What follows belongs to an exercise in optimizing a design on an open flow for small area and a short achievable clock period; a production flow would make more cautious choices. The RTL was checked by simulation tests, not by an equivalence proof against the original design. Power is estimated from default activity; no workload was simulated.

==> flow/design.v (outline; a module is shown in full before it is edited, if it fits) <==
// module mul_sb4acc: 1055 lines
// module long_slow_div_denom_reg: 66 lines
// module mul_div_32: 98 lines
// module cpu_ahb_if: 41 lines
// module cpu_ahb_mem: 47 lines
// module csr_reg: 105 lines
// module ctrl: 32 lines
// module ex: 131 lines
// module ex_mem: 66 lines
// module id: 613 lines
// module id_ex: 105 lines
// module if_id: 40 lines
// module interrupt_ctrl: 91 lines
// module mem: 43 lines
// module mem_wb: 25 lines
// module pc_reg: 30 lines
// module regsfile: 53 lines
// module yadan_riscv: 416 lines
module yadan_riscv(
    input  wire             clk,
    input  wire             rst_n,
    input  wire [7:0]  int_flag_i,
    output wire             M0_HBUSREQ,      
    input  wire             M0_HGRANT,       
    output wire  [31:0]     M0_HADDR,        
    output wire  [ 1:0]     M0_HTRANS,       
    output wire  [ 2:0]     M0_HSIZE,        
    output wire  [ 2:0]     M0_HBURST,       
    output wire  [ 3:0]     M0_HPROT,       
    output wire             M0_HLOCK,       
    output wire             M0_HWRITE,       
    output wire  [31:0]     M0_HWDATA,      
    output wire             M1_HBUSREQ,
    input  wire             M1_HGRANT,
    output wire  [31:0]     M1_HADDR,
    output wire  [ 1:0]     M1_HTRANS,
    output wire  [ 2:0]     M1_HSIZE,
    output wire  [ 2:0]     M1_HBURST,
    output wire  [ 3:0]     M1_HPROT,
    output wire             M1_HLOCK,
    output wire             M1_HWRITE,
    output wire  [31:0]     M1_HWDATA,
    input  wire  [31:0]     M_HRDATA,       
    input  wire  [ 1:0]     M_HRESP,         
    input  wire             M_HREADY         
);
  // ...
==> flow/flow/run.sh <==
#!/bin/bash
set -euo pipefail
bash standard.sh SETUP_SLACK_MARGIN=6 "BUFFER_PORTS_ARGS=-buffer_cell sky130_fd_sc_hd__buf_4" finish > flow_make.log 2>&1
==> flow/standard.sh <==
#!/bin/bash
# synth_recipe.tcl (not shown) runs the flow's synth.tcl, then flattens the netlist and writes it again
# the make line also repeats each setting of config.mk as NAME=value (left out here)
make -C /OpenROAD-flow-scripts/flow DESIGN_CONFIG=/design/flow/config.mk WORK_HOME=/design/flow/orfs CLKGATE_MAP_FILE= SYNTH_SCRIPT=/design/flow/synth_recipe.tcl "${@:-finish}"
==> flow/config.mk <==
export PLATFORM = sky130hd
export DESIGN_NAME = yadan_riscv
export DESIGN_NICKNAME = yadan_riscv
export VERILOG_FILES = /design/flow/design.v
export SDC_FILE = /design/flow/constraint.sdc
export NUM_CORES = 8
export LEC_CHECK = 0
export CAP_MARGIN = 20
export CORE_MARGIN = 2
export CORE_UTILIZATION = 40
export SLEW_MARGIN = 20
==> flow/constraint.sdc <==
create_clock -name core_clock -period 11.0 [get_ports {clk}]
set_input_delay 2.2000 -clock core_clock [delete_from_list [all_inputs] [get_ports {clk}]]
set_output_delay 2.2000 -clock core_clock [all_outputs]
set_load 0.01 [all_outputs]
==> run notes, run 1 <==
first-pass GRT wire length 818900 um; total power roughly 21 mW; multi-input logic portion of the cell area 0.4080; Detail Route met2 WL around 250000 um; footprint of the multi-input gates 60650 um2; status finished clean; critical path startpoint category flop; Yosys top cell by area edfxtp_1; CP startpoint u_mem_wb.wb_wreg_addr_o[3]$_DFFE_PN_; die footprint 331900 um2; Remaining Overflow, GRT 0; Crit. path cell count 15; layout overhead on the synthesized area 13.55%; Remaining DRCs 0; DP HPWL 373700 um; mux contribution to synthesized area 0.02588; Fin Clk Skew 79.90 ps; Period minus WS final 5055 ps; num rows 210; #FFs+latches synth approximately 2300; routed wire length per instance 36.33 um; vias per cell 6.860; clock buf count 370; largest net degree at the start of global routing about 150; Slowest-stage cell, CP nor4_1; clock power share 0.420; final period utilization 0.4596; Final setup viols 0; Power Density 143.5 nW/um2; postcts setup bufs 31; CP Capture Type flop; Post-synth EDFFs approximately 1700; Sequential cell area 66160 um2; main combinational cell family by area after synthesis compound AO/OA/AOI/OAI gates; met3 wire len 84280 um
==> module id, before the edit <==
module id(
    input   wire[31:0]   pc_i,
    input   wire[31:0]       inst_i,
    input   wire[31:0]        reg1_data_i,
    input   wire[31:0]        reg2_data_i,
    input   wire                 ex_wreg_i,
    input   wire[31:0]        ex_wreg_data_i,
    input   wire[4:0]    ex_wreg_addr_i,
    input   wire[5:0]      ex_aluop_i,  
    input   wire                 mem_wreg_i,
    input   wire[31:0]        mem_wreg_data_i,
    input   wire[4:0]    mem_wreg_addr_i,
    input   wire[31:0]        csr_data_i,
    output  reg[31:0]    rcsr_addr_o,
    output  reg                  reg1_read_o,
    output  reg                  reg2_read_o,
    output  reg[4:0]     reg1_addr_o,
    output  reg[4:0]     reg2_addr_o,
    output  wire                 stallreq_o,
    output  wire[31:0]   pc_o,
    output  reg[31:0]        inst_o,
    output  reg[5:0]       aluop_o,
    output  reg[3:0]      alusel_o,
    output  reg[31:0]         operand1_o,
    output  reg[31:0]         operand2_o,
    output  reg                  wreg_o,
    output  reg[4:0]     wreg_addr_o,
    output  reg[31:0]         csr_data_o,
    output  reg                  wcsr_o,
    output  reg[31:0]    wcsr_addr_o
);
    wire[6:0] opcode  = inst_i[6:0];
    wire[4:0] rd      = inst_i[11:7];
    wire[2:0] funct3  = inst_i[14:12];
    wire[4:0] rs1     = inst_i[19:15];
    wire[4:0] rs2     = inst_i[24:20];
    reg[31:0] imm_1;
    reg[31:0] imm_2;
    reg     instvalid;
    reg     reg1_stallreq;
    reg     reg2_stallreq;
    wire    pre_inst_is_load;
    assign  stallreq_o = reg1_stallreq | reg2_stallreq;
    assign  pre_inst_is_load = (ex_aluop_i == 6'b010100) ||
                               (ex_aluop_i == 6'b010101) ||
                               (ex_aluop_i == 6'b010110) ||
                               (ex_aluop_i == 6'b010111)||
                               (ex_aluop_i == 6'b011000);
    assign pc_o = pc_i; 
    wire r1_zero = (reg1_addr_o == 5'b00000);
    wire r1_ld   = pre_inst_is_load & (ex_wreg_addr_i == reg1_addr_o);
    wire r1_ex   = ex_wreg_i & (ex_wreg_addr_i == reg1_addr_o);
    wire r1_mem  = mem_wreg_i & (mem_wreg_addr_i == reg1_addr_o);
    wire s1_imm  = ~reg1_read_o;
    wire s1_ex   = reg1_read_o & ~r1_zero & ~r1_ld & r1_ex;
    wire s1_mem  = reg1_read_o & ~r1_zero & ~r1_ld & ~r1_ex & r1_mem;
    wire s1_rf   = reg1_read_o & ~r1_zero & ~r1_ld & ~r1_ex & ~r1_mem;
    wire r2_zero = (reg2_addr_o == 5'b00000);
    wire r2_ld   = pre_inst_is_load & (ex_wreg_addr_i == reg2_addr_o);
    wire r2_ex   = ex_wreg_i & (ex_wreg_addr_i == reg2_addr_o);
    wire r2_mem  = mem_wreg_i & (mem_wreg_addr_i == reg2_addr_o);
    wire s2_imm  = ~reg2_read_o;
    wire s2_ex   = reg2_read_o & ~r2_zero & ~r2_ld & r2_ex;
    wire s2_mem  = reg2_read_o & ~r2_zero & ~r2_ld & ~r2_ex & r2_mem;
    wire s2_rf   = reg2_read_o & ~r2_zero & ~r2_ld & ~r2_ex & ~r2_mem;
    always @(*) begin
        reg1_stallreq = reg1_read_o & ~r1_zero & r1_ld;
        reg2_stallreq = reg2_read_o & ~r2_zero & r2_ld;
        operand1_o = ({32{s1_imm}} & imm_1) | ({32{s1_ex}} & ex_wreg_data_i) |
                     ({32{s1_mem}} & mem_wreg_data_i) | ({32{s1_rf}} & reg1_data_i);
        operand2_o = ({32{s2_imm}} & imm_2) | ({32{s2_ex}} & ex_wreg_data_i) |
                     ({32{s2_mem}} & mem_wreg_data_i) | ({32{s2_rf}} & reg2_data_i);
    end
    always @(*) begin
        instvalid       = 1'b0;
        aluop_o         = 6'b000000;
        alusel_o        = 4'b0000;
        wreg_o          = 1'b0;
        wreg_addr_o     =  rd;
        reg1_read_o     = 1'b0;
        reg2_read_o     = 1'b0;
        reg1_addr_o     = rs1;
        reg2_addr_o     = rs2;
        imm_1           = 32'h00000000;
        imm_2           = 32'h00000000;
        inst_o          = inst_i;
        rcsr_addr_o     = 32'h00000000;
        csr_data_o      = csr_data_i;
        wcsr_addr_o     = 32'h00000000;
        wcsr_o          = 1'b0;
        case (opcode)
            7'b0000000  : begin
                aluop_o         = 6'b000000;
                alusel_o        = 4'b0000;
                wreg_o          = 1'b0;
                wreg_addr_o     = 5'b00000;
                instvalid       = 1'b1;
                reg1_read_o     = 1'b0;
                reg2_read_o     = 1'b0;
                imm_1           = 32'h00000000;
                imm_2           = 32'h00000000;
            end
            7'b0110111   : begin      
                wreg_o          = 1'b1;
                aluop_o         = 6'b001011;
                alusel_o        = 4'b0010;
                imm_2           = {inst_i[31:12], 12'b0};
                wreg_addr_o     = rd;
                instvalid       = 1'b1;
            end
            7'b0010111 : begin      
                wreg_o          = 1'b1;
                aluop_o         = 6'b000001;
                alusel_o        = 4'b0011;
                imm_1           = pc_i;
                imm_2           = {inst_i[31:12], 12'b0};
                wreg_addr_o     = rd;
                instvalid       = 1'b1;
            end
            7'b1100011: begin
                case (funct3)
                    3'b000: begin         
                        aluop_o         = 6'b001100;
                        reg1_read_o     = 1'b1;
                        reg2_read_o     = 1'b1;
                        instvalid       = 1'b1;
                    end
                    3'b001: begin         
                        aluop_o         = 6'b001101;
                        reg1_read_o     = 1'b1;
                        reg2_read_o     = 1'b1;
                        instvalid       = 1'b1;
                    end
                    3'b100: begin        
                        aluop_o         = 6'b001110;
                        reg1_read_o     = 1'b1;
                        reg2_read_o     = 1'b1;
                        instvalid       = 1'b1;
                    end
                    3'b101: begin         
                        aluop_o         = 6'b001111;
                        reg1_read_o     = 1'b1;
                        reg2_read_o     = 1'b1;
                        instvalid       = 1'b1;
                    end
                    3'b110: begin       
                        aluop_o         = 6'b010000;
                        reg1_read_o     = 1'b1;
                        reg2_read_o     = 1'b1;
                        instvalid       = 1'b1;
                    end
                    3'b111: begin       
                        aluop_o         = 6'b010001;
                        reg1_read_o     = 1'b1;
                        reg2_read_o     = 1'b1;
                        instvalid       = 1'b1;
                    end
                    default: begin
                        instvalid       = 1'b0;
                    end 
                endcase
            end
            7'b1101111:  begin        
                wreg_o          = 1'b1;
                aluop_o         = 6'b010010;
                alusel_o        = 4'b0111;
                wreg_addr_o     = rd;
                instvalid       = 1'b1;
            end
            7'b1100111: begin       
                wreg_o          = 1'b1;
                aluop_o         = 6'b010011;
                alusel_o        = 4'b0111;
                reg1_read_o     = 1'b1;
                reg2_read_o     = 1'b0;
                wreg_addr_o     = rd;
                instvalid       = 1'b1;
            end
            7'b0000011:   begin
                case (funct3)
                    3'b000: begin          
                        wreg_o          = 1'b1; 
                        aluop_o         = 6'b010100;   
                        alusel_o        = 4'b0101; 
                        reg1_read_o     = 1'b1;  
                        reg2_read_o     = 1'b0;  
                        wreg_addr_o     = rd; 
                        instvalid       = 1'b1;
                    end 
                    3'b001: begin         
                        wreg_o          = 1'b1; 
                        aluop_o         = 6'b010101;   
                        alusel_o        = 4'b0101; 
                        reg1_read_o     = 1'b1;  
                        reg2_read_o     = 1'b0;  
                        wreg_addr_o     = rd; 
                        instvalid       = 1'b1;
                    end
                    3'b010: begin         
                        wreg_o          = 1'b1; 
                        aluop_o         = 6'b010110;   
                        alusel_o        = 4'b0101; 
                        reg1_read_o     = 1'b1;  
                        reg2_read_o     = 1'b0;  
                        wreg_addr_o     = rd; 
                        instvalid       = 1'b1;
                    end
                    3'b100: begin        
                        wreg_o          = 1'b1; 
                        aluop_o         = 6'b010111;   
                        alusel_o        = 4'b0101; 
                        reg1_read_o     = 1'b1;  
                        reg2_read_o     = 1'b0;  
                        wreg_addr_o     = rd; 
                        instvalid       = 1'b1;
                    end
                    3'b101: begin        
                        wreg_o          = 1'b1; 
                        aluop_o         = 6'b011000;   
                        alusel_o        = 4'b0101; 
                        reg1_read_o     = 1'b1;  
                        reg2_read_o     = 1'b0;  
                        wreg_addr_o     = rd; 
                        instvalid       = 1'b1;
                    end
                    default: begin
                        instvalid       = 1'b0;
                    end 
                endcase
            end
            7'b0100011: begin
                case (funct3)
                    3'b000: begin          
                        wreg_o          = 1'b0; 
                        aluop_o         = 6'b011001;   
                        alusel_o        = 4'b0110; 
                        reg1_read_o     = 1'b1;  
                        reg2_read_o     = 1'b1;  
                        instvalid       = 1'b1;
                    end
                    3'b001: begin         
                        wreg_o          = 1'b0; 
                        aluop_o         = 6'b011010;   
                        alusel_o        = 4'b0110; 
                        reg1_read_o     = 1'b1;  
                        reg2_read_o     = 1'b1;  
                        instvalid       = 1'b1;
                    end
                    3'b010: begin         
                        wreg_o          = 1'b0; 
                        aluop_o         = 6'b011011;   
                        alusel_o        = 4'b0110; 
                        reg1_read_o     = 1'b1;  
                        reg2_read_o     = 1'b1;  
                        instvalid       = 1'b1;
                    end
                    default: begin
                        instvalid       =  1'b0;
                    end
                endcase
            end
            7'b0010011:   begin
                case (funct3)
                    3'b000: begin        
                        wreg_o          = 1'b1;                      
                        aluop_o         = 6'b000001;                           
                        alusel_o        = 4'b0011;                    
                        reg1_read_o     = 1'b1;                         
                        reg2_read_o     = 1'b0;                       
                        imm_2           = {{20{inst_i[31]}}, inst_i[31:20]}; 
                        wreg_addr_o     = rd;                                  
                        instvalid       = 1'b1;  
                    end
                    3'b010: begin       
                        wreg_o          = 1'b1;                      
                        aluop_o         = 6'b001001;                           
                        alusel_o        = 4'b0100;                    
                        reg1_read_o     = 1'b1;                         
                        reg2_read_o     = 1'b0;                       
                        imm_2           = {{20{inst_i[31]}}, inst_i[31:20]}; 
                        wreg_addr_o     = rd;                                  
                        instvalid       = 1'b1; 
                    end
                    3'b011: begin      
                        wreg_o          = 1'b1;                      
                        aluop_o         = 6'b001010;                           
                        alusel_o        = 4'b0100;                    
                        reg1_read_o     = 1'b1;                         
                        reg2_read_o     = 1'b0;                       
                        imm_2           = {{20{inst_i[31]}}, inst_i[31:20]}; 
                        wreg_addr_o     = rd;                                  
                        instvalid       = 1'b1;
                    end
                    3'b100: begin       
                        wreg_o          = 1'b1;                      
                        aluop_o         = 6'b000101;                           
                        alusel_o        = 4'b0001;                    
                        reg1_read_o     = 1'b1;                         
                        reg2_read_o     = 1'b0;                       
                        imm_2           = {{20{inst_i[31]}}, inst_i[31:20]}; 
                        wreg_addr_o     = rd;                                  
                        instvalid       = 1'b1;
                    end
                    3'b110:  begin       
                        wreg_o          = 1'b1;                         
                        aluop_o         = 6'b000100;                             
                        alusel_o        = 4'b0001;                      
                        reg1_read_o     = 1'b1;                          
                        reg2_read_o     = 1'b0;                        
                        imm_2           = {{20{inst_i[31]}}, inst_i[31:20]};    
                        wreg_addr_o     = rd;                                  
                        instvalid       = 1'b1;                           
                    end 
                    3'b111: begin       
                        wreg_o          = 1'b1;                      
                        aluop_o         = 6'b000011;                           
                        alusel_o        = 4'b0001;                    
                        reg1_read_o     = 1'b1;                         
                        reg2_read_o     = 1'b0;                       
                        imm_2           = {{20{inst_i[31]}}, inst_i[31:20]}; 
                        wreg_addr_o     = rd;                                  
                        instvalid       = 1'b1;
                    end
                    3'b001: begin       
                        wreg_o          = 1'b1; 
                        aluop_o         = 6'b000110;   
                        alusel_o        = 4'b0010; 
                        reg1_read_o     = 1'b1;  
                        reg2_read_o     = 1'b0;    
                        imm_2           = {27'b0, inst_i[24:20]}; 
                        wreg_addr_o     = rd;                 
                        instvalid       = 1'b1;
                    end
                    3'b101: begin        
                        wreg_o          = 1'b1;
                        if (inst_i[30] == 1'b0) begin
                            aluop_o     = 6'b000111; 
                        end else begin
                            aluop_o     = 6'b001000;
                        end                      
                        alusel_o        = 4'b0010;                    
                        reg1_read_o     = 1'b1;                         
                        reg2_read_o     = 1'b0;                       
                        imm_2           = {27'b0, inst_i[24:20]}; 
                        wreg_addr_o     = rd;                                  
                        instvalid       = 1'b1;
                    end
                    default:  begin
                        instvalid       = 1'b0;
                    end
                endcase 
            end 
            7'b0110011: begin
                if(inst_i[25] == 1'b0) begin
                    case (funct3)
                        3'b000: begin         
                            wreg_o          = 1'b1;
                            if (inst_i[30] == 1'b0) begin
                                aluop_o     = 6'b000001; 
                            end else begin
                                aluop_o     = 6'b000010;
                            end                      
                            alusel_o        = 4'b0011; 
                            reg1_read_o     = 1'b1; 
                            reg2_read_o     = 1'b1;
                            wreg_addr_o     = rd; 
                            instvalid       = 1'b1;
                        end 
                        3'b001: begin        
                            wreg_o          = 1'b1; 
                            aluop_o         = 6'b000110;   
                            alusel_o        = 4'b0010; 
                            reg1_read_o     = 1'b1;  
                            reg2_read_o     = 1'b1;
                            wreg_addr_o     = rd;  
                            instvalid       = 1'b1;
                        end
                        3'b010: begin        
                            wreg_o          = 1'b1; 
                            aluop_o         = 6'b001001;   
                            alusel_o        = 4'b0100; 
                            reg1_read_o     = 1'b1;  
                            reg2_read_o     = 1'b1;
                            wreg_addr_o     = rd;                    
                            instvalid       = 1'b1;
                        end
                        3'b011: begin       
                            wreg_o          = 1'b1; 
                            aluop_o         = 6'b001010;   
                            alusel_o        = 4'b0100; 
                            reg1_read_o     = 1'b1;  
                            reg2_read_o     = 1'b1;
                            wreg_addr_o     = rd;  
                            instvalid       = 1'b1;
                        end
                        3'b100 : begin       
                            wreg_o          = 1'b1; 
                            aluop_o         = 6'b000101;   
                            alusel_o        = 4'b0001; 
                            reg1_read_o     = 1'b1;  
                            reg2_read_o     = 1'b1;
                            wreg_addr_o     = rd;  
                            instvalid       = 1'b1;
                        end
                        3'b101 : begin        
                            if (inst_i[30] == 1'b0) begin
                                aluop_o     = 6'b000111; 
                            end else begin
                                aluop_o     = 6'b001000;
                            end                      
                            wreg_o          = 1'b1;
                            alusel_o        = 4'b0010; 
                            reg1_read_o     = 1'b1; 
                            reg2_read_o     = 1'b1;
                            wreg_addr_o     = rd; 
                            instvalid       = 1'b1;
                        end
                        3'b110 : begin         
                            wreg_o          = 1'b1; 
                            aluop_o         = 6'b000100;   
                            alusel_o        = 4'b0001; 
                            reg1_read_o     = 1'b1;  
                            reg2_read_o     = 1'b1;
                            wreg_addr_o     = rd;  
                            instvalid       = 1'b1;
                        end
                        3'b111: begin         
                            wreg_o          = 1'b1; 
                            aluop_o         = 6'b000011;   
                            alusel_o        = 4'b0001; 
                            reg1_read_o     = 1'b1;  
                            reg2_read_o     = 1'b1;
                            wreg_addr_o     = rd;  
                            instvalid       = 1'b1;
                        end
                        default: begin
                            instvalid       = 1'b0;
                        end
                    endcase
                end else if(inst_i[25] == 1'b1) begin
                    case (funct3)
                        3'b000: begin
                            aluop_o         = 6'b011111; 
                            alusel_o        = 4'b0011;
                            wreg_o          = 1'b1;
                            wreg_addr_o     =  rd; 
                            reg1_read_o     = 1'b1;  
                            reg2_read_o     = 1'b1;
                            instvalid       = 1'b1;
                        end
                        3'b011: begin
                            aluop_o         = 6'b100010; 
                            alusel_o        = 4'b0011;
                            wreg_o          = 1'b1;
                            wreg_addr_o     =  rd; 
                            reg1_read_o     = 1'b1;  
                            reg2_read_o     = 1'b1;
                            instvalid       = 1'b1;
                        end
                        3'b001: begin
                            aluop_o         = 6'b100000; 
                            alusel_o        = 4'b0011;
                            wreg_o          = 1'b1;
                            wreg_addr_o     =  rd; 
                            reg1_read_o     = 1'b1;  
                            reg2_read_o     = 1'b1;
                            instvalid       = 1'b1;
                        end
                        3'b010: begin
                            aluop_o         = 6'b100001; 
                            alusel_o        = 4'b0011;
                            wreg_o          = 1'b1;
                            wreg_addr_o     =  rd; 
                            reg1_read_o     = 1'b1;  
                            reg2_read_o     = 1'b1;
                            instvalid       = 1'b1;
                        end
                        3'b100: begin
                            aluop_o         = 6'b100011; 
                            alusel_o        = 4'b0011;
                            wreg_o          = 1'b1;
                            wreg_addr_o     =  rd; 
                            reg1_read_o     = 1'b1;  
                            reg2_read_o     = 1'b1;
                            instvalid       = 1'b1;
                        end
                        3'b101: begin
                            aluop_o         = 6'b100100; 
                            alusel_o        = 4'b0011;
                            wreg_o          = 1'b1;
                            wreg_addr_o     =  rd; 
                            reg1_read_o     = 1'b1;  
                            reg2_read_o     = 1'b1;
                            instvalid       = 1'b1;
                        end
                        3'b110: begin
                            aluop_o         = 6'b100101; 
                            alusel_o        = 4'b0011;
                            wreg_o          = 1'b1;
                            wreg_addr_o     =  rd; 
                            reg1_read_o     = 1'b1;  
                            reg2_read_o     = 1'b1;
                            instvalid       = 1'b1;
                        end
                        3'b111: begin
                            aluop_o         = 6'b100110; 
                            alusel_o        = 4'b0011;
                            wreg_o          = 1'b1;
                            wreg_addr_o     =  rd; 
                            reg1_read_o     = 1'b1;  
                            reg2_read_o     = 1'b1;
                            instvalid       = 1'b1;
                        end
                        default: begin
                            instvalid       = 1'b0;
                        end
                    endcase
                end else begin
                    instvalid       = 1'b0;
                end
            end
            7'b0001111: begin
                wreg_o          = 1'b0;
                wreg_addr_o     = 5'b00000;
            end
            7'b1110011: begin
                case (funct3) 
                    3'b001: begin
                        aluop_o         = 6'b011100;
                        alusel_o        = 4'b1000;
                        wreg_o          = 1'b1;
                        wreg_addr_o     = rd;
                        reg1_read_o     = 1'b1;
                        reg2_read_o     = 1'b0;
                        wcsr_o          = 1'b1;
                        rcsr_addr_o     = {20'h0, inst_i[31:20]};
                        wcsr_addr_o     = {20'h0, inst_i[31:20]};
                        instvalid       = 1'b1;
                    end
                    3'b010: begin
                        aluop_o         = 6'b011101;
                        alusel_o        = 4'b1000;
                        wreg_o          = 1'b1;
                        wreg_addr_o     = rd;
                        reg1_read_o     = 1'b1;
                        reg2_read_o     = 1'b0;
                        wcsr_o          = 1'b1;
                        rcsr_addr_o     = {20'h0, inst_i[31:20]};
                        wcsr_addr_o     = {20'h0, inst_i[31:20]};
                        instvalid       = 1'b1;
                    end
                    3'b011: begin
                        aluop_o         = 6'b011110;
                        alusel_o        = 4'b1000;
                        wreg_o          = 1'b1;
                        wreg_addr_o     = rd;
                        reg1_read_o     = 1'b1;
                        reg2_read_o     = 1'b0;
                        wcsr_o          = 1'b1;
                        rcsr_addr_o     = {20'h0, inst_i[31:20]};
                        wcsr_addr_o     = {20'h0, inst_i[31:20]};
                        instvalid       = 1'b1;
                    end
                    3'b101: begin
                        aluop_o         = 6'b011100;
                        alusel_o        = 4'b1000;
                        wreg_o          = 1'b1;
                        wreg_addr_o     = rd;
                        reg1_read_o     = 1'b0;
                        reg2_read_o     = 1'b0;
                        wcsr_o          = 1'b1;
                        rcsr_addr_o     = {20'h0, inst_i[31:20]};
                        wcsr_addr_o     = {20'h0, inst_i[31:20]};
                        imm_1           = {27'h0, inst_i[19:15]};
                        instvalid       = 1'b1;
                    end
                    3'b110: begin
                        aluop_o         = 6'b011101;
                        alusel_o        = 4'b1000;
                        wreg_o          = 1'b1;
                        wreg_addr_o     = rd;
                        reg1_read_o     = 1'b0;
                        reg2_read_o     = 1'b0;
                        wcsr_o          = 1'b1;
                        rcsr_addr_o     = {20'h0, inst_i[31:20]};
                        wcsr_addr_o     = {20'h0, inst_i[31:20]};
                        imm_1           = {27'h0, inst_i[19:15]};
                        instvalid       = 1'b1;
                    end
                    3'b111: begin
                        aluop_o         = 6'b011110;
                        alusel_o        = 4'b1000;
                        wreg_o          = 1'b1;
                        wreg_addr_o     = rd;
                        reg1_read_o     = 1'b0;
                        reg2_read_o     = 1'b0;
                        wcsr_o          = 1'b1;
                        rcsr_addr_o     = {20'h0, inst_i[31:20]};
                        wcsr_addr_o     = {20'h0, inst_i[31:20]};
                        imm_1           = {27'h0, inst_i[19:15]};
                        instvalid       = 1'b1;
                    end
                    default: begin
                        instvalid       = 1'b0;
                    end
                endcase      
            end
            default: begin
                instvalid       = 1'b0;
            end
        endcase      
    end  
endmodule  
==> module regsfile, before the edit <==
module regsfile
(
    input   wire        clk,
    input   wire        rst_n,
    input   wire                we_i,
    input   wire[4:0]   waddr_i,
    input   wire[31:0]       wdata_i,
    input   wire[11:0]          rsel1_i,
    output  wire[31:0]       rdata1_o,
    input   wire[11:0]          rsel2_i,
    output  wire[31:0]       rdata2_o
);
    reg [31:0]     reg_Q [1:32-1];
    reg [32-1:1] valid;
    wire [32-1:1] wen;
    genvar i;
    generate
        for (i = 1; i < 32; i = i + 1) begin : g_reg
            assign wen[i] = we_i && (waddr_i == i);
            always @(posedge clk) begin
                if (wen[i])
                    reg_Q[i] <= wdata_i;
            end
            always @(posedge clk or negedge rst_n) begin
                if (rst_n == 1'b0)
                    valid[i] <= 1'b0;
                else if (wen[i])
                    valid[i] <= 1'b1;
            end
        end
    endgenerate
    wire [32-1:1] sel1, sel2;
    generate
        for (i = 1; i < 32; i = i + 1) begin : g_sel
            assign sel1[i] = rsel1_i[4 + i / 4] & rsel1_i[i % 4];
            assign sel2[i] = rsel2_i[4 + i / 4] & rsel2_i[i % 4];
        end
    endgenerate
    wire [32-1:1] s1 = sel1 & valid;
    wire [32-1:1] s2 = sel2 & valid;
    reg  [31:0] word1, word2;
    integer k;
    always @(*) begin
        word1 = 32'b0;
        word2 = 32'b0;
        for (k = 1; k < 32; k = k + 1) begin
            word1 = word1 | (reg_Q[k] & {32{s1[k]}});
            word2 = word2 | (reg_Q[k] & {32{s2[k]}});
        end
    end
    assign rdata1_o = (|(sel1 & wen)) ? wdata_i : word1;
    assign rdata2_o = (|(sel2 & wen)) ? wdata_i : word2;
endmodule  
==> module yadan_riscv, before the edit <==
module yadan_riscv(
    input  wire             clk,
    input  wire             rst_n,
    input  wire [7:0]  int_flag_i,
    output wire             M0_HBUSREQ,      
    input  wire             M0_HGRANT,       
    output wire  [31:0]     M0_HADDR,        
    output wire  [ 1:0]     M0_HTRANS,       
    output wire  [ 2:0]     M0_HSIZE,        
    output wire  [ 2:0]     M0_HBURST,       
    output wire  [ 3:0]     M0_HPROT,       
    output wire             M0_HLOCK,       
    output wire             M0_HWRITE,       
    output wire  [31:0]     M0_HWDATA,      
    output wire             M1_HBUSREQ,
    input  wire             M1_HGRANT,
    output wire  [31:0]     M1_HADDR,
    output wire  [ 1:0]     M1_HTRANS,
    output wire  [ 2:0]     M1_HSIZE,
    output wire  [ 2:0]     M1_HBURST,
    output wire  [ 3:0]     M1_HPROT,
    output wire             M1_HLOCK,
    output wire             M1_HWRITE,
    output wire  [31:0]     M1_HWDATA,
    input  wire  [31:0]     M_HRDATA,       
    input  wire  [ 1:0]     M_HRESP,         
    input  wire             M_HREADY         
);
    assign  M0_HPROT = 4'h0;            
    assign  M1_HPROT = 4'h0;
    assign  M0_HLOCK = 1'b0;            
    assign  M1_HLOCK = 1'b0;
    wire[31:0]           rom_addr;    
    wire                    rom_ce;      
    wire[31:0]           rom_data;    
    wire[31:0]           ram_addr;    
    wire                    ram_ce;
    wire                    ram_we;
    wire[2:0]               ram_sel;
    wire[31:0]           ram_wdata;
    wire[31:0]           ram_rdata;   
    wire[31:0]      if_pc;
    wire[31:0]      if_id_pc;
    wire[31:0]          if_id_inst;
    wire[11:0]              if_id_rs1_sel;
    wire[11:0]              if_id_rs2_sel;
    wire                    id_reg1_read;
    wire                    id_reg2_read;
    wire[4:0]       id_reg1_addr;
    wire[4:0]       id_reg2_addr;
    wire[31:0]           reg1_data;
    wire[31:0]           reg2_data;
    wire[31:0]      id_pc;
    wire[31:0]          id_inst;
    wire[5:0]         id_aluop;
    wire[3:0]        id_alusel;
    wire[31:0]           id_operand1;
    wire[31:0]           id_operand2;
    wire                    id_wreg;
    wire[4:0]       id_wreg_addr;
    wire                    id_wcsr;
    wire[31:0]           id_csr_data;
    wire[31:0]      id_wcsr_addr;
    wire[31:0]      id_ex_pc;
    wire[31:0]          id_ex_inst;
    wire[5:0]         id_ex_aluop;
    wire[36:0]              id_ex_dec;
    wire[3:0]        id_ex_alusel;
    wire[31:0]           id_ex_operand1;
    wire[31:0]           id_ex_operand2;
    wire                    id_ex_wreg;
    wire[4:0]       id_ex_wreg_addr;
    wire                    id_ex_wcsr;
    wire[31:0]           id_ex_csr_data;
    wire[31:0]      id_ex_wcsr_addr;
    wire                    muldiv_start;
    wire[31:0]           dividend;        
    wire[31:0]           divisor;        
    wire                    mul0_div1;
    wire                    x_signed0_unsigned1;
    wire                    y_signed0_unsigned1;
    wire[63:0]     muldiv_result;
    wire                    muldiv_done;
    wire                    ex_branch_flag;
    wire[31:0]           ex_branch_addr;
    wire                    ex_wreg;
    wire[4:0]       ex_wreg_addr;
    wire[31:0]           ex_wreg_data;
    wire[5:0]         ex_aluop;
    wire[31:0]      ex_memaddr;
    wire[31:0]           ex_operand2;
    wire                    ex_mem_wreg;
    wire[4:0]       ex_mem_wreg_addr;
    wire[31:0]           ex_mem_wreg_data;
    wire[5:0]         ex_mem_aluop;
    wire[31:0]      ex_mem_memaddr;
    wire[31:0]           ex_mem_operand2;
    wire                    ex_mem_ce;
    wire[1:0]               ex_mem_align;
    wire[4:0]               ex_mem_ld;
    wire                    ex_mem_we;
    wire[2:0]               ex_mem_sel;
    wire                    mem_wreg;
    wire[4:0]       mem_wreg_addr;
    wire[31:0]           mem_wreg_data;
    wire                    wb_wreg;
    wire[4:0]       wb_wreg_addr;
    wire[31:0]           wb_wreg_data;
    wire[4:0]               stall;  
    wire[4:0]               flush;
    wire                    stallreq_from_id;
    wire                    stallreq_from_mem;
    wire                    stallreq_from_if;
    wire                    stallreq_from_interrupt;
    wire[31:0]           csr_data;
    wire[31:0]           csr_interrupt_data;
    wire[31:0]           csr_mtvec;    
    wire[31:0]           csr_mepc;     
    wire[31:0]           csr_mstatus; 
    wire global_int_en;
    wire[31:0]      id_rcsr_addr;
    wire                    ex_wcsr;
    wire[31:0]      ex_wcsr_addr;
    wire[31:0]           ex_wcsr_data;
    wire interrupt_we_o;
    wire[31:0] interrupt_waddr_o;
    wire[31:0] interrupt_data_o;
    wire[31:0] interrupt_int_addr_o;
    wire interrupt_int_assert_o;
    pc_reg u_pc_reg(
        .clk                (clk),
        .rst_n              (rst_n),
        .PCchange_enable_i  (~ram_ce),
        .ex_branch_flag_i   (ex_branch_flag),
        .ex_branch_addr_i   (ex_branch_addr),
        .stalled_i          (stall[0]),
        .flush_i            (flush[0]),
        .pc_o               (if_pc),
        .ce_o               (rom_ce)
    );
    assign  rom_addr  =  if_pc;   
    if_id u_if_id(
        .clk                (clk),
        .rst_n              (rst_n),
        .pc_i               (if_pc),
        .inst_i             (rom_data),
        .stalled_i          (stall[1]),
        .flush_i            (flush[1]),
        .pc_o               (if_id_pc),
        .inst_o             (if_id_inst),
        .rs1_sel_o          (if_id_rs1_sel),
        .rs2_sel_o          (if_id_rs2_sel)
    );
    id u_id(
        .pc_i               (if_id_pc),
        .inst_i             (if_id_inst),
        .reg1_data_i        (reg1_data),
        .reg2_data_i        (reg2_data),
        .ex_wreg_i          (ex_wreg),
        .ex_wreg_addr_i     (ex_wreg_addr),
        .ex_wreg_data_i     (ex_wreg_data),
        .ex_aluop_i         (ex_aluop),
        .mem_wreg_i         (mem_wreg),
        .mem_wreg_addr_i    (mem_wreg_addr),
        .mem_wreg_data_i    (mem_wreg_data),
        .csr_data_i         (csr_data),
        .rcsr_addr_o        (id_rcsr_addr),
        .reg1_read_o        (id_reg1_read),
        .reg2_read_o        (id_reg2_read),
        .reg1_addr_o        (id_reg1_addr),
        .reg2_addr_o        (id_reg2_addr),
        .stallreq_o         (stallreq_from_id),
        .pc_o               (id_pc),
        .inst_o             (id_inst),
        .aluop_o            (id_aluop),
        .alusel_o           (id_alusel),
        .operand1_o         (id_operand1),
        .operand2_o         (id_operand2),
        .wreg_o             (id_wreg),
        .wreg_addr_o        (id_wreg_addr),
        .csr_data_o         (id_csr_data),
        .wcsr_o             (id_wcsr),
        .wcsr_addr_o        (id_wcsr_addr)
    );
    regsfile u_regsfile(
        .clk                (clk),
        .rst_n              (rst_n),
        .we_i               (wb_wreg),
        .waddr_i            (wb_wreg_addr),
        .wdata_i            (wb_wreg_data),
        .rsel1_i            (if_id_rs1_sel),
        .rdata1_o           (reg1_data),
        .rsel2_i            (if_id_rs2_sel),
        .rdata2_o           (reg2_data)
    );
    id_ex u_id_ex(
        .clk                (clk),
        .rst_n              (rst_n),
        .id_pc_i            (id_pc),
        .id_inst_i          (id_inst),
        .id_aluop_i         (id_aluop),
        .id_alusel_i        (id_alusel),
        .id_operand1_i      (id_operand1),
        .id_operand2_i      (id_operand2),
        .id_wreg_i          (id_wreg),
        .id_wreg_addr_i     (id_wreg_addr),
        .id_csr_data_i      (id_csr_data),
        .id_wcsr_i          (id_wcsr),
        .id_wcsr_addr_i     (id_wcsr_addr),
        .stalled_i          (stall[2]),
        .flush_i            (flush[2]),
        .data_hold_i        (stallreq_from_mem | muldiv_start),
        .ex_pc_o            (id_ex_pc),
        .ex_inst_o          (id_ex_inst),
        .ex_aluop_o         (id_ex_aluop),
        .ex_dec_o           (id_ex_dec),
        .ex_alusel_o        (id_ex_alusel),
        .ex_operand1_o      (id_ex_operand1),
        .ex_operand2_o      (id_ex_operand2),
        .ex_wreg_o          (id_ex_wreg),
        .ex_wreg_addr_o     (id_ex_wreg_addr),
        .ex_csr_data_o      (id_ex_csr_data),
        .ex_wcsr_o          (id_ex_wcsr),
        .ex_wcsr_addr_o     (id_ex_wcsr_addr)
    );
    ex u_ex(
        .int_assert_i(interrupt_int_assert_o),
        .int_addr_i(interrupt_int_addr_o),
        .pc_i               (id_ex_pc),
        .inst_i             (id_ex_inst),
        .aluop_i            (id_ex_aluop),
        .dec_i              (id_ex_dec),
        .alusel_i           (id_ex_alusel),
        .operand1_i         (id_ex_operand1),
        .operand2_i         (id_ex_operand2),
        .wreg_i             (id_ex_wreg),
        .wreg_addr_i        (id_ex_wreg_addr),
        .csr_data_i         (id_ex_csr_data),
        .wcsr_i             (id_ex_wcsr),
        .wcsr_addr_i        (id_ex_wcsr_addr),
        .muldiv_result_i    (muldiv_result),
        .muldiv_done_i      (muldiv_done),
        .muldiv_start_o     (muldiv_start),
        .muldiv_dividend_o  (dividend),
        .muldiv_divisor_o   (divisor),
        .mul_or_div_o       (mul0_div1),
        .muldiv_reg1_sign_o (x_signed0_unsigned1),
        .muldiv_reg2_sign_o (y_signed0_unsigned1),
        .wreg_o             (ex_wreg),
        .wreg_addr_o        (ex_wreg_addr),
        .wreg_data_o        (ex_wreg_data),
        .aluop_o            (ex_aluop),
        .memaddr_o          (ex_memaddr),
        .operand2_o         (ex_operand2),
        .wcsr_o             (ex_wcsr),
        .wcsr_addr_o        (ex_wcsr_addr),
        .wcsr_data_o        (ex_wcsr_data),
        .branch_flag_o      (ex_branch_flag),
        .branch_addr_o      (ex_branch_addr)
    );
    mul_div_32 u_mul_div_32(
        .clk                (clk),
        .reset_n            (rst_n),
        .enable_in          (muldiv_start),
        .x                  (dividend),
        .y                  (divisor),
        .mul0_div1          (mul0_div1),
        .x_signed0_unsigned1(x_signed0_unsigned1),
        .y_signed0_unsigned1(y_signed0_unsigned1),
        .enable_out         (muldiv_done),
        .z                  (muldiv_result)
    );
    ex_mem u_ex_mem(
        .clk                (clk),
        .rst_n              (rst_n),
        .ex_wreg_i          (ex_wreg),
        .ex_wreg_addr_i     (ex_wreg_addr),
        .ex_wreg_data_i     (ex_wreg_data),
        .ex_aluop_i         (ex_aluop),
        .ex_memaddr_i       (ex_memaddr),
        .ex_operand2_i      (ex_operand2),
        .stalled_i          (stall[3]),
        .flush_i            (flush[3]),
        .data_load_i        (~stallreq_from_mem | id_ex_dec[7] | interrupt_int_assert_o),
        .mem_wreg_o         (ex_mem_wreg),
        .mem_wreg_addr_o    (ex_mem_wreg_addr),
        .mem_wreg_data_o    (ex_mem_wreg_data),
        .mem_aluop_o        (ex_mem_aluop),
        .mem_ce_o           (ex_mem_ce),
        .mem_align_o        (ex_mem_align),
        .mem_we_o           (ex_mem_we),
        .mem_sel_o          (ex_mem_sel),
        .mem_ld_o           (ex_mem_ld),
        .mem_memaddr_o      (ex_mem_memaddr),
        .mem_operand2_o     (ex_mem_operand2)
    );
    mem u_mem(
        .wreg_i             (ex_mem_wreg),
        .wreg_addr_i        (ex_mem_wreg_addr),
        .wreg_data_i        (ex_mem_wreg_data),
        .aluop_i            (ex_mem_aluop),
        .memaddr_i          (ex_mem_memaddr),
        .operand2_i         (ex_mem_operand2),
        .align_i            (ex_mem_align),
        .ce_i               (ex_mem_ce),
        .we_i               (ex_mem_we),
        .sel_i              (ex_mem_sel),
        .ld_i               (ex_mem_ld),
        .ram_data_i         (ram_rdata),
        .ram_addr_o         (ram_addr),
        .ram_we_o           (ram_we),
        .ram_data_o         (ram_wdata),
        .ram_sel_o          (ram_sel),
        .ram_ce_o           (ram_ce),
        .wreg_o             (mem_wreg),
        .wreg_addr_o        (mem_wreg_addr),
        .wreg_data_o        (mem_wreg_data)
    );
    mem_wb u_mem_wb(
        .clk                (clk),
        .rst_n              (rst_n),
        .mem_wreg_i         (mem_wreg),
        .mem_wreg_addr_i    (mem_wreg_addr),
        .mem_wreg_data_i    (mem_wreg_data),
        .stalled_i          (stall[4]),
        .flush_i            (flush[4]),
        .wb_wreg_o          (wb_wreg),
        .wb_wreg_addr_o     (wb_wreg_addr),
        .wb_wreg_data_o     (wb_wreg_data)
    );
    ctrl u_ctrl(
        .stallreq_from_id_i         (stallreq_from_id),
        .stallreq_from_ex_i         (muldiv_start),
        .stallreq_from_mem_i        (stallreq_from_mem),
        .stallreq_from_if_i         (stallreq_from_if),
        .stallreq_from_interrupt_i  (stallreq_from_interrupt),
        .ex_branch_flag_i           (ex_branch_flag),    
        .stalled_o                  (stall),
        .flush_o                    (flush)
    );
    csr_reg u_csr_reg(
        .clk                (clk),
        .rst_n              (rst_n),
        .we_i               (ex_wcsr),
        .waddr_i            (ex_wcsr_addr), 
        .wdata_i            (ex_wcsr_data),
        .raddr_i            (id_rcsr_addr),
        .rdata_o            (csr_data),
        .global_int_en_o        (global_int_en),
        .interrupt_csr_mtvec    (csr_mtvec),
        .interrupt_csr_mepc     (csr_mepc),
        .interrupt_csr_mstatus  (csr_mstatus),
        .interrupt_we_i(interrupt_we_o),
        .interrupt_waddr_i(interrupt_waddr_o),
        .interrupt_data_i(interrupt_data_o)
    );
   interrupt_ctrl u_interrupt_ctrl(
        .clk                (clk),
        .rst_n              (rst_n),
        .int_flag_i         (int_flag_i),
        .inst_i             (id_inst),
        .inst_addr_i        (id_pc),
        .branch_flag_i      (ex_branch_flag),
        .branch_addr_i      (ex_branch_addr),
        .muldiv_start_i     (muldiv_start),
        .pc_i               (if_pc),
        .global_int_en_i    (global_int_en),
        .csr_mtvec          (csr_mtvec),
        .csr_mepc           (csr_mepc),
        .csr_mstatus        (csr_mstatus),
        .we_o               (interrupt_we_o),
        .waddr_o            (interrupt_waddr_o),
        .data_o             (interrupt_data_o),
        .int_addr_o         (interrupt_int_addr_o),
        .int_assert_o       (interrupt_int_assert_o),
        .stallreq_interrupt_o(stallreq_from_interrupt)
   );
    cpu_ahb_if u_cpu_ahb_if(
        .clk                (clk),
        .rst_n              (rst_n),
        .cpu_addr_i         (rom_addr),
        .cpu_ce_i           (rom_ce),
        .M_HGRANT           (M1_HGRANT),
        .M_HRDATA           (M_HRDATA),
        .cpu_readdata_o     (rom_data),
        .M_HBUSREQ          (M1_HBUSREQ),
        .M_HADDR            (M1_HADDR),
        .M_HTRANS           (M1_HTRANS),
        .M_HSIZE            (M1_HSIZE),
        .M_HBURST           (M1_HBURST),
        .M_HWRITE           (M1_HWRITE),
        .M_HWDATA           (M1_HWDATA),
        .stallreq           (stallreq_from_if)
    );
    cpu_ahb_mem u_cpu_ahb_mem(
        .clk                (clk),
        .rst_n              (rst_n),
        .cpu_addr_i         (ram_addr),
        .cpu_ce_i           (ram_ce),
        .cpu_we_i           (ram_we),
        .cpu_writedata_i    (ram_wdata),
        .cpu_sel_i          (ram_sel),
        .M_HGRANT           (M0_HGRANT),
        .M_HRDATA           (M_HRDATA),
        .M_HREADY           (M_HREADY),
        .cpu_readdata_o     (ram_rdata),
        .M_HBUSREQ          (M0_HBUSREQ),
        .M_HADDR            (M0_HADDR),
        .M_HTRANS           (M0_HTRANS),
        .M_HSIZE            (M0_HSIZE),
        .M_HBURST           (M0_HBURST),
        .M_HWRITE           (M0_HWRITE),
        .M_HWDATA           (M0_HWDATA),
        .stallreq           (stallreq_from_mem)
    );
endmodule  
==> inputs of run 2 (changes only) <==
--- a/flow/design.v
+++ b/flow/design.v
@@ -1656,4 +1656,7 @@
     input   wire[31:0]        mem_wreg_data_i,
     input   wire[4:0]    mem_wreg_addr_i,
+    input   wire                 wb_wreg_i,
+    input   wire[31:0]        wb_wreg_data_i,
+    input   wire[4:0]    wb_wreg_addr_i,
     input   wire[31:0]        csr_data_i,
     output  reg[31:0]    rcsr_addr_o,
@@ -1699,6 +1702,8 @@
     wire s1_imm  = ~reg1_read_o;
     wire s1_ex   = reg1_read_o & ~r1_zero & ~r1_ld & r1_ex;
+    wire r1_wb   = wb_wreg_i & (wb_wreg_addr_i == reg1_addr_o);
     wire s1_mem  = reg1_read_o & ~r1_zero & ~r1_ld & ~r1_ex & r1_mem;
-    wire s1_rf   = reg1_read_o & ~r1_zero & ~r1_ld & ~r1_ex & ~r1_mem;
+    wire s1_wb   = reg1_read_o & ~r1_zero & ~r1_ld & ~r1_ex & ~r1_mem & r1_wb;
+    wire s1_rf   = reg1_read_o & ~r1_zero & ~r1_ld & ~r1_ex & ~r1_mem & ~r1_wb;
     wire r2_zero = (reg2_addr_o == 5'b00000);
     wire r2_ld   = pre_inst_is_load & (ex_wreg_addr_i == reg2_addr_o);
@@ -1707,13 +1712,17 @@
     wire s2_imm  = ~reg2_read_o;
     wire s2_ex   = reg2_read_o & ~r2_zero & ~r2_ld & r2_ex;
+    wire r2_wb   = wb_wreg_i & (wb_wreg_addr_i == reg2_addr_o);
     wire s2_mem  = reg2_read_o & ~r2_zero & ~r2_ld & ~r2_ex & r2_mem;
-    wire s2_rf   = reg2_read_o & ~r2_zero & ~r2_ld & ~r2_ex & ~r2_mem;
+    wire s2_wb   = reg2_read_o & ~r2_zero & ~r2_ld & ~r2_ex & ~r2_mem & r2_wb;
+    wire s2_rf   = reg2_read_o & ~r2_zero & ~r2_ld & ~r2_ex & ~r2_mem & ~r2_wb;
     always @(*) begin
         reg1_stallreq = reg1_read_o & ~r1_zero & r1_ld;
         reg2_stallreq = reg2_read_o & ~r2_zero & r2_ld;
         operand1_o = ({32{s1_imm}} & imm_1) | ({32{s1_ex}} & ex_wreg_data_i) |
-                     ({32{s1_mem}} & mem_wreg_data_i) | ({32{s1_rf}} & reg1_data_i);
+                     ({32{s1_mem}} & mem_wreg_data_i) | ({32{s1_wb}} & wb_wreg_data_i) |
+                     ({32{s1_rf}} & reg1_data_i);
         operand2_o = ({32{s2_imm}} & imm_2) | ({32{s2_ex}} & ex_wreg_data_i) |
-                     ({32{s2_mem}} & mem_wreg_data_i) | ({32{s2_rf}} & reg2_data_i);
+                     ({32{s2_mem}} & mem_wreg_data_i) | ({32{s2_wb}} & wb_wreg_data_i) |
+                     ({32{s2_rf}} & reg2_data_i);
     end
     always @(*) begin
@@ -2641,6 +2650,6 @@
         end
     end
-    assign rdata1_o = (|(sel1 & wen)) ? wdata_i : word1;
-    assign rdata2_o = (|(sel2 & wen)) ? wdata_i : word2;
+    assign rdata1_o = word1;
+    assign rdata2_o = word2;
 endmodule  
 module yadan_riscv(
@@ -2809,4 +2818,7 @@
         .mem_wreg_addr_i    (mem_wreg_addr),
         .mem_wreg_data_i    (mem_wreg_data),
+        .wb_wreg_i          (wb_wreg),
+        .wb_wreg_data_i     (wb_wreg_data),
+        .wb_wreg_addr_i     (wb_wreg_addr),
         .csr_data_i         (csr_data),
         .rcsr_addr_o        (id_rcsr_addr),
--- a/flow/config.mk
+++ b/flow/config.mk
@@ -6,6 +6,8 @@
 export NUM_CORES = 8
 export LEC_CHECK = 0
-export CAP_MARGIN = 20
+export CAP_MARGIN = 35
 export CORE_MARGIN = 2
 export CORE_UTILIZATION = 40
-export SLEW_MARGIN = 20
+export CTS_CLUSTER_DIAMETER = 110
+export CTS_CLUSTER_SIZE = 22
+export SLEW_MARGIN = 35
==> run 2 against run 1 <==
  * Synthesized cell count decreased by 2.7%
  * Sequential power about the same
  * Non-clock buffer count is 22 higher
  * Still clean on timing, DRC and antenna
  * Worst setup slack better by 3.4 ps
  * Highest routed layer unchanged
  * Clock skew is 63 ps higher
  * Register-to-register slack improved by 30 ps
  * Die area fell by 0.50%
  * Clock-buffer cell count is 171 lower
  * Fmax is essentially flat
==> run notes, run 2 <==
worst slew pin tran 1128 ps (was 1289 ps); Top FF cell, synth edfxtp_1 (unchanged); DP HPWL 379000 um (was 373700 um); #FFs+latches synth 2343 (unchanged); maximum fanout along the worst path 34 (was 35); routed wire length 596400 um (was 593800 um); latest clock arrival within the worst-skew pair 950 ps (was 960 ps); status finished clean (unchanged); Clock Pin Slew Worst Setup and Hold Paths 90 ps (was 60 ps); ys async rst share 0.1835 (unchanged); path depth of the worst reg2reg path 16 (was 15); Fin Clk Skew 142.6 ps (was 79.90 ps); Synth cell types 108 (was 114); worst path arrival time 2850 ps (was 5710 ps); critical path class flop to output port (was flop to flop); Reg-to-Reg Start u_id_ex.ex_operand1_o[31]$_DFFE_PN_ (was u_mem_wb.wb_wreg_addr_o[3]$_DFFE_PN_); Detail Route met2 WL 242700 um (was 247500 um); Switching Fraction 0.2838 (was 0.2704); TritonCTS Sinks 2343 (unchanged); reg2reg setup slack 5970 ps (was 5940 ps); Core ar. 324000 um2 (was 326600 um2); Highest Signal Layer met5 (unchanged); RSZ-0062 raised after global routing true (was false); commonest non-fill, non-tap cell in the layout edfxtp_1 (unchanged); peak supply drop 0.0001277 V (was 0.0001301 V); synth cell count leaders edfxtp_1, nand2_1, clkbuf_1, a22oi_1, inv_1 (was edfxtp_1, nand2_1, a22oi_1, clkbuf_1, inv_1); fmax 0.1980 GHz (was 0.1978 GHz); Power Density 126.5 nW/um2 (was 143.5 nW/um2); Die H 574.7 um (was 576.1 um); final setup TNS 0 ps (unchanged); Final setup viols 0 (unchanged); Period minus WS final 5052 ps (was 5055 ps); count leader, synth edfxtp_1 (unchanged); largest net degree at the start of global routing 125 (was 151); Remaining Overflow, GRT 0 (unchanged); P_int 12.99 mW (was 15.57 mW); post-layout net count 12010 (was 12410); root buffer cell clkbuf_16 (unchanged); Post-synth EDFFs 1706 (unchanged); number of global-route vias before repair 104400 (was 106400); Leak 51.82 nW (was 53.62 nW); share of cells above drive strength 1 0.1149 (was 0.1233); Avg Inst Size Synth 11.39 um2 (was 11.14 um2); Synth area leaders edfxtp_1, dfrtp_1, fa_1, a22o_1, a22oi_1 (was edfxtp_1, dfrtp_1, a22oi_1, fa_1, dfxtp_1); Top reg by flops u_regsfile.reg_Q (unchanged); routed wire length per instance 37.74 um (was 36.33 um); max reg flops 992 (unchanged); CTS Buffer Depth 4 (unchanged); Placer Congestion 1.049 (was 1.069); ANT nets after route 0 (unchanged); Post-Syn Area 130300 um2 (was 130900 um2); initial antenna violation count 40 (was 51); Gate power share 0.132 (was 0.109); Largest regs u_regsfile.reg_Q x992, u_mul_div_32.long_slow_div_denom_reg_i.L_num x65 (unchanged); final hold violations 0 (unchanged); fillers 29530 (was 29570); Remaining DRCs 0 (unchanged); CTS tree yes (unchanged); DRT iter0 DRCs 20690 (was 20890); TritonCTS Buffers 139 (was 269); vias per cell 6.952 (was 6.860); Setup crit end M0_HWDATA[9] (was u_id_ex.ex_operand1_o[6]$_DFFE_PN_); die footprint 330200 um2 (was 331900 um2); hold wc startpoint u_mul_div_32.enable_in_d2$_DFF_PN0_ (unchanged); yosys warns 17 (unchanged); register area share after synthesis 0.5077 (was 0.5052); top cell type's share of synthesized area 0.3933 (was 0.3913); critical path startpoint category flop (unchanged); num rows 209 (was 210); Via Count 109900 (was 112100); WL met1 219700 um (was 209600 um); final number of max-transition violations 0 (unchanged); first-pass GRT wire length 819100 um (was 818900 um); Slew HR 0.2464 (was 0.1408); PortBufs 145 (unchanged); clock power share 0.317 (was 0.420); met3 wire len 89960 um (was 84280 um); end of the worst register-to-register path u_ex_mem.mem_memaddr_o[28]$_DFFE_PN0P_ (was u_id_ex.ex_operand1_o[6]$_DFFE_PN_); Yosys top cell by area edfxtp_1 (unchanged); layout overhead on the synthesized area 10.09% (was 13.55%); drt pass-1 iters 14 (was 13); GRT Util Overall 0.3484 (was 0.3452); htree depth 4 (was 5); commonest non-fill, non-tap cells in the layout edfxtp_1, nand2_1, a22oi_1, inv_1, a22o_1 (was edfxtp_1, nand2_1, a22oi_1, inv_1, o21ai_0); Mapped Cells 11440 (was 11750); die width 574.7 um (was 576.1 um); CP startpoint u_cpu_ahb_mem.state[2]$_DFF_PN0_ (was u_mem_wb.wb_wreg_addr_o[3]$_DFFE_PN_); final period utilization 0.4592 (was 0.4596); I/O pin cnt 205 (unchanged); starting density of the core 0.4020 (was 0.4009); register share of total power 0.551 (was 0.471); Max-Cap Viols 0 (unchanged); sw power 5.148 mW (was 5.769 mW); worst hold path class flop to flop (unchanged); WP data required 8800 ps (was 11660 ps); CP Capture Type output port (was flop); Util after Layout 0.4426 (was 0.4552)
-- run 2: cell types whose count changed in the layout (fill, tap and decap cells not counted), sizes merged, moves of 81 or more --
cell,before,now
clkbuf,383,206
nand4,219,138
a221oi,331,457
nand2,938,806
a22o,443,528
a22oi,796,600
-- run 2: logic make-up after synthesis --
| logic type | after synthesis | share of synthesized area |
|---|---|---|
| AO/OA/AOI/OAI | 3361 | 0.1913 |
| XOR/XNOR | 834 | 0.05624 |
| adder cells (fa/ha/maj) | 606 | 0.07539 |
| buffers and inverters | 1489 | 0.04553 |
| flip-flops | 2343 | 0.5077 |
| multiplexers | 341 | 0.03114 |
| other | 2 | 0.00005766 |
| AND/OR/NAND/NOR | 2464 | 0.09260 |
-- run 2: repair_timing --
item                       CTS  global route
setup endpoints to repair  421           246
hold buffers                 0             0
setup buffers               19            22
cloned                       3             5
pin swaps                    6             9
resized for setup           87            92
-- run 2: worst min path at each step --
| stage | slack (ps) | cells past startpoint | endpoint |
|---|---|---|---|
| floorplan | 330 | 0 | u_mul_div_32.enable_in_d3$_DFF_PN0_ |
| global placement | 330 | 0 | u_mul_div_32.enable_in_d3$_DFF_PN0_ |
| detailed placement | 340 | 0 | u_mul_div_32.enable_in_d3$_DFF_PN0_ |
| CTS | 340 | 0 | u_mul_div_32.enable_in_d3$_DFF_PN0_ |
| global route | 360 | 0 | u_mul_div_32.enable_in_d3$_DFF_PN0_ |
| finish | 340 | 0 | u_mul_div_32.enable_in_d3$_DFF_PN0_ |
-- run 2: layout make-up --
class,instances,area [um2],share of cell area
Sequential cell,2343,66160,0.4614
Multi-Input combinational cell,7664,59790,0.4170
Timing Repair Buffer,601,5434,0.03789
Tap cell,4325,5411,0.03774
Clock buffer,199,3799,0.02649
Inverter,611,2330,0.01625
Clock inverter,33,407.9,0.002844
Antenna cell,26,65.06,0.0004537
-- run 2: power groups by stage --
stage / logic [mW] / registers, mW / clock network, mW
2_1_floorplan: 1.43 / 10.0 / 0
3_3_place_gp: 2.10 / 10.2 / 0
3_5_place_dp: 2.17 / 10.2 / 0
4_1_cts: 2.27 / 9.99 / 5.76
5_1_grt: 2.55 / 10.0 / 6.04
6_report: 2.40 / 9.99 / 5.75
-- run 2: worst max-delay path: stages, from the launching register on --
cell and delay, ps:
dfrtp_1 730, buf_4 440, and3_1 490, buf_4 200
-- run 2: routing by layer --
metal,GRT usage,vias up
met5,0.0001435,-
met4,0.2040,32
met3,0.1298,2265
met2,0.4920,9800
met1,0.4551,54520
li1,-,43240
-- run 2: stage by stage --
step | setup WS (ps) | cell area, um2 | cells | hold WS, ps | power [mW]
2_1_floorplan | 4631 | 130700 | 11500 | 331.2 | 11.43
3_3_place_gp | 4698 | 136900 | 15440 | 331.9 | 12.31
3_5_place_dp | 4749 | 137600 | 15480 | 335.8 | 12.36
4_1_cts | 6001 | 142400 | 15730 | 342.0 | 18.02
5_1_grt | 5943 | 143400 | 15780 | 359.7 | 18.59
6_report | 5948 | 143400 | 15800 | 337.6 | 18.14
==> inputs of run 3 (changes only) <==
--- a/flow/config.mk
+++ b/flow/config.mk
@@ -9,5 +9,3 @@
 export CORE_MARGIN = 2
 export CORE_UTILIZATION = 40
-export CTS_CLUSTER_DIAMETER = 110
-export CTS_CLUSTER_SIZE = 22
 export SLEW_MARGIN = 35
==> run 3 against run 2 <==
  * Still clean
  * Area after synthesis unchanged
  * Die area unchanged
  * Worst hold slack better by 9.2 ps
  * Cell area up 3.5%
  * Non-clock buffer count up 6
  * Fmax down 0.21%
  * Flip-flop and latch count unchanged
  * Cell count up 1.7%
  * Wire length up 1.1%
  * First-iteration DRC count up 1.4%
  * Clock power up 64%
  * Largest power group unchanged
==> run notes, run 3 <==
P_int 15.95 mW (was 12.99 mW); first-pass GRT wire length 825900 um (was 819100 um); Remaining Overflow, GRT 0 (unchanged); Slew HR 0.2398 (was 0.2464); CTS tree yes (unchanged); commonest non-fill, non-tap cell in the layout edfxtp_1 (unchanged); CTS Buffer Depth 4 (unchanged); worst path arrival time 2860 ps (was 2850 ps); Gate power share 0.111 (was 0.132); RSZ-0062 raised after global routing false (was true); worst slew pin tran 1140 ps (was 1128 ps); maximum fanout along the worst path 34 (unchanged); post-layout net count 12150 (was 12010); CP Capture Type output port (unchanged); layout overhead on the synthesized area 13.97% (was 10.09%); TritonCTS Buffers 269 (was 139); GR Layer Usage met1 0.4573 (was 0.4551); starting density of the core 0.4020 (unchanged); busiest grt layer met2 (unchanged); footprint of the multi-input gates 59870 um2 (was 59790 um2); final hold violations 0 (unchanged); GR Util met2 0.4946 (was 0.4920); register area share after synthesis 0.5077 (unchanged); Fin Clk Skew 104.0 ps (was 142.6 ps); peak supply drop 0.0001204 V (was 0.0001277 V); fillers 29110 (was 29530); WP data required 8800 ps (about the same); status finished clean (unchanged); met3 usage 0.1337 (was 0.1298); Yosys top cell by area edfxtp_1 (unchanged); Avg Inst Size Synth 11.39 um2 (unchanged); die footprint 330200 um2 (unchanged); Final setup viols 0 (unchanged); number of global-route vias before repair 105900 (was 104400); worst setup margin 5938 ps (was 5948 ps); largest net degree at the start of global routing 125 (unchanged); yosys warns 17 (unchanged); Leak 54.23 nW (was 51.82 nW); num rows 209 (unchanged); Core ar. 324000 um2 (unchanged); Post-synth EDFFs 1706 (unchanged); Period minus WS final 5062 ps (was 5052 ps); GRT Util Overall 0.3513 (was 0.3484); Max-Cap Viols 0 (unchanged); ANT nets after route 0 (unchanged); Placer Congestion 1.049 (unchanged); DP HPWL 379000 um (unchanged); critical path class flop to output port (unchanged); top cell type's share of synthesized area 0.3933 (unchanged); final number of max-transition violations 0 (unchanged); DRT iter0 DRCs 20980 (was 20690); initial antenna violation count 36 (was 40); Mapped Cells 11440 (unchanged); Top reg by flops u_regsfile.reg_Q (unchanged); Synth cell types 108 (unchanged); Switching Fraction 0.2700 (was 0.2838); Util after Layout 0.4582 (was 0.4426); total power 21.85 mW (was 18.14 mW); critical path startpoint category flop (unchanged); latest clock arrival within the worst-skew pair 960 ps (was 950 ps); drt pass-1 iters 14 (unchanged); Sequential cell area 66160 um2 (unchanged); routed wire length per instance 37.51 um (was 37.74 um); PortBufs 145 (unchanged); synth cell count leaders edfxtp_1, nand2_1, clkbuf_1, a22oi_1, inv_1 (unchanged); ys async rst share 0.1835 (unchanged); root buffer cell clkbuf_16 (unchanged); sw power 5.899 mW (was 5.148 mW); Largest regs u_regsfile.reg_Q x992, u_mul_div_32.long_slow_div_denom_reg_i.L_num x65 (unchanged); htree depth 5 (was 4); clock power share 0.431 (was 0.317); Die H 574.7 um (unchanged); fmax 0.1975 GHz (was 0.1980 GHz); Clock Pin Slew Worst Setup and Hold Paths 70 ps (was 90 ps); final setup TNS 0 ps (unchanged); Post-Syn Area 130300 um2 (unchanged); Remaining DRCs 0 (unchanged); Via Count 111300 (was 109900); #FFs+latches synth 2343 (unchanged); TritonCTS Sinks 2343 (unchanged); routed wire length 602800 um (was 596400 um); Top FF cell, synth edfxtp_1 (unchanged); worst hold path class flop to flop (unchanged); share of cells above drive strength 1 0.1327 (was 0.1149); Synth area leaders edfxtp_1, dfrtp_1, fa_1, a22o_1, a22oi_1 (unchanged); I/O pin cnt 205 (unchanged); max reg flops 992 (unchanged); register share of total power 0.458 (was 0.551); vias per cell 6.927 (was 6.952); dpl ws 4749 ps (unchanged); commonest non-fill, non-tap cells in the layout edfxtp_1, nand2_1, inv_1, a22oi_1, a22o_1 (was edfxtp_1, nand2_1, a22oi_1, inv_1, a22o_1); Post-CTS Hold Buffers 0 (unchanged); count leader, synth edfxtp_1 (unchanged); die width 574.7 um (unchanged); Power Density 147.2 nW/um2 (was 126.5 nW/um2); final period utilization 0.4602 (was 0.4592)
==> run 3: per-layer routing <==
metal  vias to the layer above  wire length, um
li1                      43660                -
met1                     55200           221700
met2                     10100           244600
met3                      2345            91940
met4                        22            44280
met5                         -              269
==> run 3: layout make-up <==
| type | count | share of cell area |
|---|---|---|
| Antenna cell | 28 | 0.0004720 |
| Clock buffer | 349 | 0.04889 |
| Clock inverter | 143 | 0.01220 |
| Inverter | 611 | 0.01568 |
| Multi-Input combinational cell | 7664 | 0.4033 |
| Sequential cell | 2343 | 0.4456 |
| Tap cell | 4325 | 0.03645 |
| Timing Repair Buffer | 607 | 0.03735 |
==> run 3: per-stage QoR <==
stage,cells,area (um2),hold slack [ps]
finish,16070,148500,346.9
floorplan,11500,130700,331.2
detailed placement,15480,137600,335.8
global placement,15440,136900,331.9
CTS,16000,147400,353.2
global route,16050,148400,372.8
==> run 3: worst max-delay path: stages (launching register included) <==
cell and delay [ps]:
dfrtp_1 710, buf_4 430, and3_1 520, buf_4 210
==> run 3: path summary, 6_finish.rpt <==
path	endpoint	slack, ps	cells after the start	from
setup / recovery	M0_HWDATA[11]	5940	3	u_cpu_ahb_mem.state[2]$_DFF_PN0_
setup reg to reg	u_id_ex.ex_operand2_o[0]$_DFFE_PN_	6050	12	u_id_ex.ex_dec_o[9]$_DFFE_PN0P_
max in group asynchronous	u_regsfile.valid[8]$_DFFE_PN0P_	7640	3	rst_n
hold reg to reg	u_mul_div_32.enable_in_d3$_DFF_PN0_	350	0	u_mul_div_32.enable_in_d2$_DFF_PN0_
hold / removal	u_mul_div_32.enable_in_d3$_DFF_PN0_	350	0	u_mul_div_32.enable_in_d2$_DFF_PN0_
min in group asynchronous	u_mul_div_32.enable_in_d2$_DFF_PN0_	1320	1	rst_n
==> run 3: what timing repair did <==
item,CTS,global route
resized for setup,94,97
endpoints found under the hold margin,0,0
endpoints found under the setup margin,422,240
pin swaps,6,11
setup buffers,21,24
gates cloned,4,6
==> run 3: cell families after synthesis <==
| logic type | Yosys count | share of synthesized area |
|---|---|---|
| AND/OR/NAND/NOR | 2464 | 0.09260 |
| other | 2 | 0.00005766 |
| adder cells (fa/ha/maj) | 606 | 0.07539 |
| multiplexers | 341 | 0.03114 |
| buffers and inverters | 1489 | 0.04553 |
| AO/OA/AOI/OAI | 3361 | 0.1913 |
| XOR/XNOR | 834 | 0.05624 |
| flip-flops | 2343 | 0.5077 |
==> run 3: power groups by stage <==
stage	logic [mW]	registers (mW)	clock network (mW)
2_1_floorplan	1.43	10.0	0
3_3_place_gp	2.10	10.2	0
3_5_place_dp	2.17	10.2	0
4_1_cts	2.28	10.0	9.43
5_1_grt	2.57	10.0	9.78
6_report	2.42	10.0	9.41

==> port drivers added, routing unchanged <==
The results above use ideal ports. As a check the final layouts listed here were re-extracted and re-timed, cells and wires unchanged. Step 1 (the two cells are an assumption about what drives the block):
set clk [get_ports {clk}]
set_driving_cell -lib_cell sky130_fd_sc_hd__clkbuf_16 $clk
set_driving_cell -lib_cell sky130_fd_sc_hd__buf_2 [delete_from_list [all_inputs] $clk]
Step 2 also shifts input and output timing later by t, the mid clock arrival at the registers, as if the neighbouring blocks saw the same clock. a / b / c = ideal / step 1 / step 2; a / b = the first two.
run | shift t [ns] | setup slack, ns | hold WS [ns] | slew at the worst register clock pin (ns) | pins driven straight from the clock port
run 1 | 1.040 | 5.945 / 5.945 / 5.302 | 0.336 / 0.336 / 0.336 | 0.07 / 0.07 | 1
run 2 | 0.986 | 5.948 / 5.847 / 5.363 | 0.338 / 0.338 / 0.338 | 0.11 / 0.11 | 1
run 3 | 1.036 | 5.938 / 5.816 / 5.480 | 0.347 / 0.347 / 0.347 | 0.08 / 0.08 | 1
After both steps setup and hold are still met in every run listed. For run 1, which loses most, drivers alone change the setup slack by 0.000 ns; drivers and shift together by -0.643 ns.
